What follows belongs to an exercise in optimizing a design on an open flow for small area; a production flow would make more cautious choices.
Where RTL was checked, it was by simulation tests only, not by an equivalence proof against the original.
Power is estimated from default activity; no workload was simulated.

== job 9483 ==
// UartLink
module UartLink(
    input  logic         clock,
    input  logic         reset,
    input  logic         RX,
    input  logic         ROUND_DONE,
    input  logic [191:0] dataFromMEM,
    output logic         TX,
    output logic         DONE_WRITING,
    output logic [191:0] dataToA,
    output logic [10:0]  addrA,
    output logic         weA,
    output logic [10:0]  addrtoMEM,
    output logic         memSel,
    output logic         DONE_TRANSMITTING
    );
export LEC_CHECK = 0
export CAP_MARGIN = 20
export CORE_MARGIN = 2
export CORE_UTILIZATION = 25
export SLEW_MARGIN = 20
create_clock -name core_clock -period 10.0 [get_ports {clock}]
standard.sh (not shown) runs the stock make flow with config.mk's settings and CLKGATE_MAP_FILE= SYNTH_SCRIPT=/design/flow/synth_recipe.tcl, a recipe that flattens the netlist after the stock synthesis.
==> flow/flow/run.sh <==
#!/bin/bash
# The standard layout (standard.sh, ORFS) with these changes:
#  - synthesis is the standard flow's (synth_recipe.tcl) except that ABC maps the logic
#    with flow/abc_area.script, an area-oriented script;
#  - buffer_ports makes every port buffer from the smallest buffer cell;
#  - CTS uses small clock buffers, larger sink clusters and no dummy loads.
# Each tool's output is in flow.log and in ORFS's logs under orfs/logs.
set -o pipefail
here=$(pwd)
{
  head -n 1 synth_recipe.tcl
  cat <<EOT
proc abc {args} {
  set i [lsearch -exact \$args -script]
  if {\$i >= 0} { lset args [expr {\$i + 1}] $here/flow/abc_area.script }
  yosys abc {*}\$args
}
EOT
  tail -n +2 synth_recipe.tcl
} > my_synth.tcl
bash standard.sh \
  "SYNTH_SCRIPT=$here/my_synth.tcl" \
  'BUFFER_PORTS_ARGS=-buffer_cell sky130_fd_sc_hd__buf_1' \
  'CTS_ARGS=-sink_clustering_enable -repair_clock_nets -dont_use_dummy_load -buf_list {sky130_fd_sc_hd__clkbuf_4} -sink_clustering_size 12 -sink_clustering_max_diameter 40' \
  finish > flow.log 2>&1
==> flow/flow/abc_area.script <==
strash
dc2
dch -f
&get -n
&nf -p -a
&put
&get -n
&st
&dch -f
&nf -p -a
&put
topo
stime -c
--- input diff job 9483..job 4417 ---
--- a/flow/flow/run.sh
+++ b/flow/flow/run.sh
@@ -22,4 +22,4 @@
   "SYNTH_SCRIPT=$here/my_synth.tcl" \
   'BUFFER_PORTS_ARGS=-buffer_cell sky130_fd_sc_hd__buf_1' \
-  'CTS_ARGS=-sink_clustering_enable -repair_clock_nets -dont_use_dummy_load -buf_list {sky130_fd_sc_hd__clkbuf_4} -sink_clustering_size 12 -sink_clustering_max_diameter 40' \
+  'CTS_ARGS=-sink_clustering_enable -repair_clock_nets -dont_use_dummy_load -buf_list {sky130_fd_sc_hd__clkbuf_4 sky130_fd_sc_hd__clkbuf_8} -sink_clustering_size 20 -sink_clustering_max_diameter 60' \
   finish > flow.log 2>&1
==> comparison <==
Job 4417 did not stop at any stage, and its layout met the timing, DRC and antenna checks. Looking at met3 capacity usage during global routing, job 4417 sits 0.21 points lower than job 9483 does. Job 4417 vs job 9483: overall routed net length down in job 4417. Per the comparison of job 4417 with job 9483, worst slew margin relative to its limit went up, length of routed met2 wiring closely matched the old numbers, final cell count without fillers went down 13, signal arrival time at the worst endpoint fell by 0.19 ns. Summary — global-route wire length before repair, job 4417 relative to job 9483: lower, by 1.3%. Comparing job 4417 with job 9483, the adder and majority gate portion of the synthesized area came out essentially unchanged. Via count went down slightly going from job 9483 to job 4417. Utilization: job 4417 vs job 9483, no meaningful difference.
For job 6596, these inputs were changed with respect to job 4417:
--- a/flow/flow/run.sh
+++ b/flow/flow/run.sh
@@ -22,4 +22,4 @@
   "SYNTH_SCRIPT=$here/my_synth.tcl" \
   'BUFFER_PORTS_ARGS=-buffer_cell sky130_fd_sc_hd__buf_1' \
-  'CTS_ARGS=-sink_clustering_enable -repair_clock_nets -dont_use_dummy_load -buf_list {sky130_fd_sc_hd__clkbuf_4 sky130_fd_sc_hd__clkbuf_8} -sink_clustering_size 20 -sink_clustering_max_diameter 60' \
+  'CTS_ARGS=-sink_clustering_enable -repair_clock_nets -dont_use_dummy_load -buf_list {sky130_fd_sc_hd__clkbuf_2 sky130_fd_sc_hd__clkbuf_4} -sink_clustering_size 10 -sink_clustering_max_diameter 35' \
   finish > flow.log 2>&1
==> summary.txt <==
Job 6596 ended with more net load switching power than job 4417. Per the comparison of job 6596 with job 4417, number of post-CTS setup repair buffers flat; post-route non-filler standard cell count up 1.1%; final setup slack of the worst path down 0.12 ns; global router's overall resource usage flat. Wire: job 6596 routes more than job 4417. When job 6596 is set beside job 4417, its relative slew slack turns out to be 0.46 points smaller. Maximum frequency down about 2.5% in job 6596 wrt job 4417.
No run of this note included a check of the RTL's function; only the layout flow was run.

## the previous run
The RTL this note starts from:
==> flow/design.v <==
`timescale 1ns / 1ps
module UartLink(
    input  logic         clock,
    input  logic         reset,
    input  logic         RX,
    input  logic         ROUND_DONE,
    input  logic [191:0] dataFromMEM,
    output logic         TX,
    output logic         DONE_WRITING,
    output logic [191:0] dataToA,
    output logic [10:0]  addrA,
    output logic         weA,
    output logic [10:0]  addrtoMEM,
    output logic         memSel,
    output logic         DONE_TRANSMITTING
    );
    localparam logic [1:0] IDLE = 2'd0, START = 2'd1, DATA = 2'd2, STOP = 2'd3;
    logic [191:0] ring;
    logic [7:0]   ph;       
    logic [7:0]   idx;      
    logic [9:0]   timer;    
    logic [2:0]   pkt;      
    logic [1:0]   cs;       
    logic         txm;      
    logic         waitm;    
    logic         txq, dtq;
    wire tc  = txm ? (timer == 10'd868) : (timer == 10'd867);
    wire win = (timer[9:8] == 2'b01) && !(timer[7] & timer[6]);
    wire m   = !txm && win && (ph == idx);
    wire ins = m && (cs == DATA);
    assign weA = m && (cs == STOP) && (idx == 8'd0);
    assign DONE_WRITING = weA && (pkt == 3'd7);
    wire [7:0] txbyte = dataFromMEM[{idx[7:3], 3'b000} +: 8];
    wire       txbit  = txbyte[idx[2:0]];
    always_ff @(posedge clock)
        ring <= {ins ? RX : ring[0], ring[191:1]};
    always_ff @(posedge clock or posedge reset) begin
        if (reset) begin
            ph    <= 8'd0;
            idx   <= 8'd0;
            timer <= 10'd0;
            pkt   <= 3'd0;
            cs    <= IDLE;
            txm   <= 1'b0;
            waitm <= 1'b0;
            txq   <= 1'b1;
            dtq   <= 1'b0;
        end else begin
            ph  <= (ph == 8'd191) ? 8'd0 : ph + 8'd1;
            dtq <= txm && (cs == IDLE);
            txq <= !(txm && (cs == START || (cs == DATA && !txbit)));
            if (cs == IDLE || tc) timer <= 10'd0;
            else                  timer <= timer + 10'd1;
            case (cs)
                IDLE: begin
                    if (txm)
                        txm <= 1'b0;
                    else if (waitm) begin
                        if (ROUND_DONE) begin
                            waitm <= 1'b0;
                            txm   <= 1'b1;
                            cs    <= START;
                        end
                    end else if (!RX)
                        cs <= START;
                end
                START: if (tc) cs <= DATA;
                DATA: if (tc) begin
                    idx <= (idx == 8'd191) ? 8'd0 : idx + 8'd1;
                    if (idx[2:0] == 3'd7) cs <= STOP;
                end
                STOP: if (tc) begin
                    cs <= IDLE;
                    if (txm) begin
                        if (idx == 8'd0) pkt <= pkt + 3'd1;
                        if (!(idx == 8'd0 && pkt == 3'd7)) cs <= START;
                    end
                end
            endcase
            if (weA) begin
                pkt <= pkt + 3'd1;
                if (pkt == 3'd7) begin
                    waitm <= 1'b1;
                    cs    <= IDLE;
                end
            end
        end
    end
    assign dataToA           = ring;
    assign addrA             = {8'd0, pkt};
    assign addrtoMEM         = {8'd0, pkt};
    assign memSel            = txm;
    assign TX                = txq;
    assign DONE_TRANSMITTING = dtq;
endmodule
Settings: LEC_CHECK=0, CAP_MARGIN=20, CORE_MARGIN=2, CORE_UTILIZATION=40, SLEW_MARGIN=20; clock period 10.0 ns.
run.sh (not shown) runs the stock make flow with config.mk's settings and CLKGATE_MAP_FILE= SYNTH_SCRIPT=/design/flow/synth_recipe.tcl, a recipe that flattens the netlist after the stock synthesis.
Stock flow here: none of the scripts above is used.
Here is what was changed in the inputs of the current run compared with the previous run.
Settings: CTS_BUF_LIST: unset -> sky130_fd_sc_hd__clkbuf_2 sky130_fd_sc_hd__clkbuf_4; ABC_AREA: unset -> 1.
==> flow/flow/run.sh (new file) <==
#!/bin/bash
# Standard ORFS layout (the standard.sh), with the port buffers that
# buffer_ports inserts made from the smallest buffer cell.
set -o pipefail
bash standard.sh 'BUFFER_PORTS_ARGS=-buffer_cell sky130_fd_sc_hd__buf_1' finish > flow.log 2>&1
==> flow/standard.sh (new file) <==
#!/bin/bash
# synth_recipe.tcl (not shown) runs the flow's synth.tcl, then flattens the netlist and writes it again
# the make line also repeats each setting of config.mk as NAME=value (left out here)
make -C /OpenROAD-flow-scripts/flow DESIGN_CONFIG=/design/flow/config.mk WORK_HOME=/design/flow/orfs CLKGATE_MAP_FILE= SYNTH_SCRIPT=/design/flow/synth_recipe.tcl "${@:-finish}"
removed: flow/run.sh
Findings:
Summary of the comparison: overall routing resource usage is lower in the current run, relative to the previous run. Initial standard-cell utilization of the core in the current run is 0.21 points lower than in the previous run. As far as number of sequential cells in the layout is concerned, the current run and the previous run perform about the same. Width of the die in the current run is about 3.3% higher than in the previous run. Relative to the previous run, diode insertion count for antenna repair has gone up in the current run.

Another version of the RTL of UartLink (not shown whole).
For scale: ~510 cells after synthesis, ~420 I/O pins, about 6600 um^2 of cells after synthesis.
export LEC_CHECK = 0
export CAP_MARGIN = 20
export CORE_MARGIN = 2
export CORE_UTILIZATION = 20
export PLACE_DENSITY = 0.8
export SLEW_MARGIN = 20
create_clock -name core_clock -period 10.0 [get_ports {clock}]
standard.sh (not shown) runs the stock make flow with config.mk's settings and CLKGATE_MAP_FILE= SYNTH_SCRIPT=/design/flow/synth_recipe.tcl, a recipe that flattens the netlist after the stock synthesis.
==> flow/flow/run.sh <==
#!/bin/bash
# The standard layout (standard.sh, ORFS) with these changes:
#  - synthesis is the standard flow's (synth_recipe.tcl) except that ABC maps the logic
#    with flow/abc_area.script, an area-oriented script;
#  - buffer_ports makes every port buffer from the smallest buffer cell;
#  - CTS uses small clock buffers, larger sink clusters and no dummy loads.
# Each tool's output is in flow.log and in ORFS's logs under orfs/logs.
set -o pipefail
here=$(pwd)
{
  head -n 1 synth_recipe.tcl
  cat <<EOT
proc abc {args} {
  set i [lsearch -exact \$args -script]
  if {\$i >= 0} { lset args [expr {\$i + 1}] $here/flow/abc_area.script }
  yosys abc {*}\$args
}
EOT
  tail -n +2 synth_recipe.tcl
} > my_synth.tcl
bash standard.sh \
  "SYNTH_SCRIPT=$here/my_synth.tcl" \
  'BUFFER_PORTS_ARGS=-buffer_cell sky130_fd_sc_hd__buf_1' \
  'CTS_ARGS=-sink_clustering_enable -repair_clock_nets -dont_use_dummy_load -buf_list {sky130_fd_sc_hd__clkbuf_4} -sink_clustering_size 11 -sink_clustering_max_diameter 35' \
  finish > flow.log 2>&1
==> flow/flow/abc_area.script <==
strash
&get -n
&deepsyn -T 15
&put
&get -n
&nf -p -a
&put
topo
stime -c
Then changed:
--- a/flow/flow/run.sh
+++ b/flow/flow/run.sh
@@ -24 +24 @@
-  'CTS_ARGS=-sink_clustering_enable -repair_clock_nets -dont_use_dummy_load -buf_list {sky130_fd_sc_hd__clkbuf_4} -sink_clustering_size 11 -sink_clustering_max_diameter 35' \
+  'CTS_ARGS=-sink_clustering_enable -repair_clock_nets -dont_use_dummy_load -buf_list {sky130_fd_sc_hd__clkbuf_4} -sink_clustering_size 12 -sink_clustering_max_diameter 40' \
- PLACE_DENSITY: 0.8 -> 0.7
What happened:
- The changed run ran to the end with no violations
- core utilization shrinks by 0.19 points
- design area shrinks by about 0.7%
- via count shrinks by about 3%

==> separate check: timing with driven ports <==
The results above use ideal ports. As a check the final layouts listed here were re-extracted and re-timed, cells and wires unchanged. Step 1 sets driving cells, clkbuf_16 on the clock port and buf_2 on the other inputs (assumed; they add their load-dependent delay and slew). Step 2 times the ports against the registers' clock, not the clock port: input delays grow and output delays shrink by t, the midpoint of the rising clock arrivals with the driver on. Slacks: ideal / step 1 / step 2; pairs: ideal / step 1.
run	shift t [ns]	slack for setup (ns)	clock arrival spread, ns	pins driven straight from the clock port
job 9483	0.667	5.150 / 5.104 / 5.771	0.117 / 0.117	1
job 4417	0.512	5.336 / 5.297 / 5.809	0.081 / 0.081	1
job 6596	0.652	5.219 / 5.171 / 5.824	0.166 / 0.167	1
the previous run	0.542	4.889 / 4.842 / 5.384	0.023 / 0.023	1
the current run	0.655	4.735 / 4.692 / 5.347	0.055 / 0.055	1
the first run of note 3	0.613	5.787 / 5.753 / 5.944	0.128 / 0.129	1
the second run of note 3	0.657	5.769 / 5.737 / 6.079	0.092 / 0.093	1
After both steps every run listed still meets setup and hold.
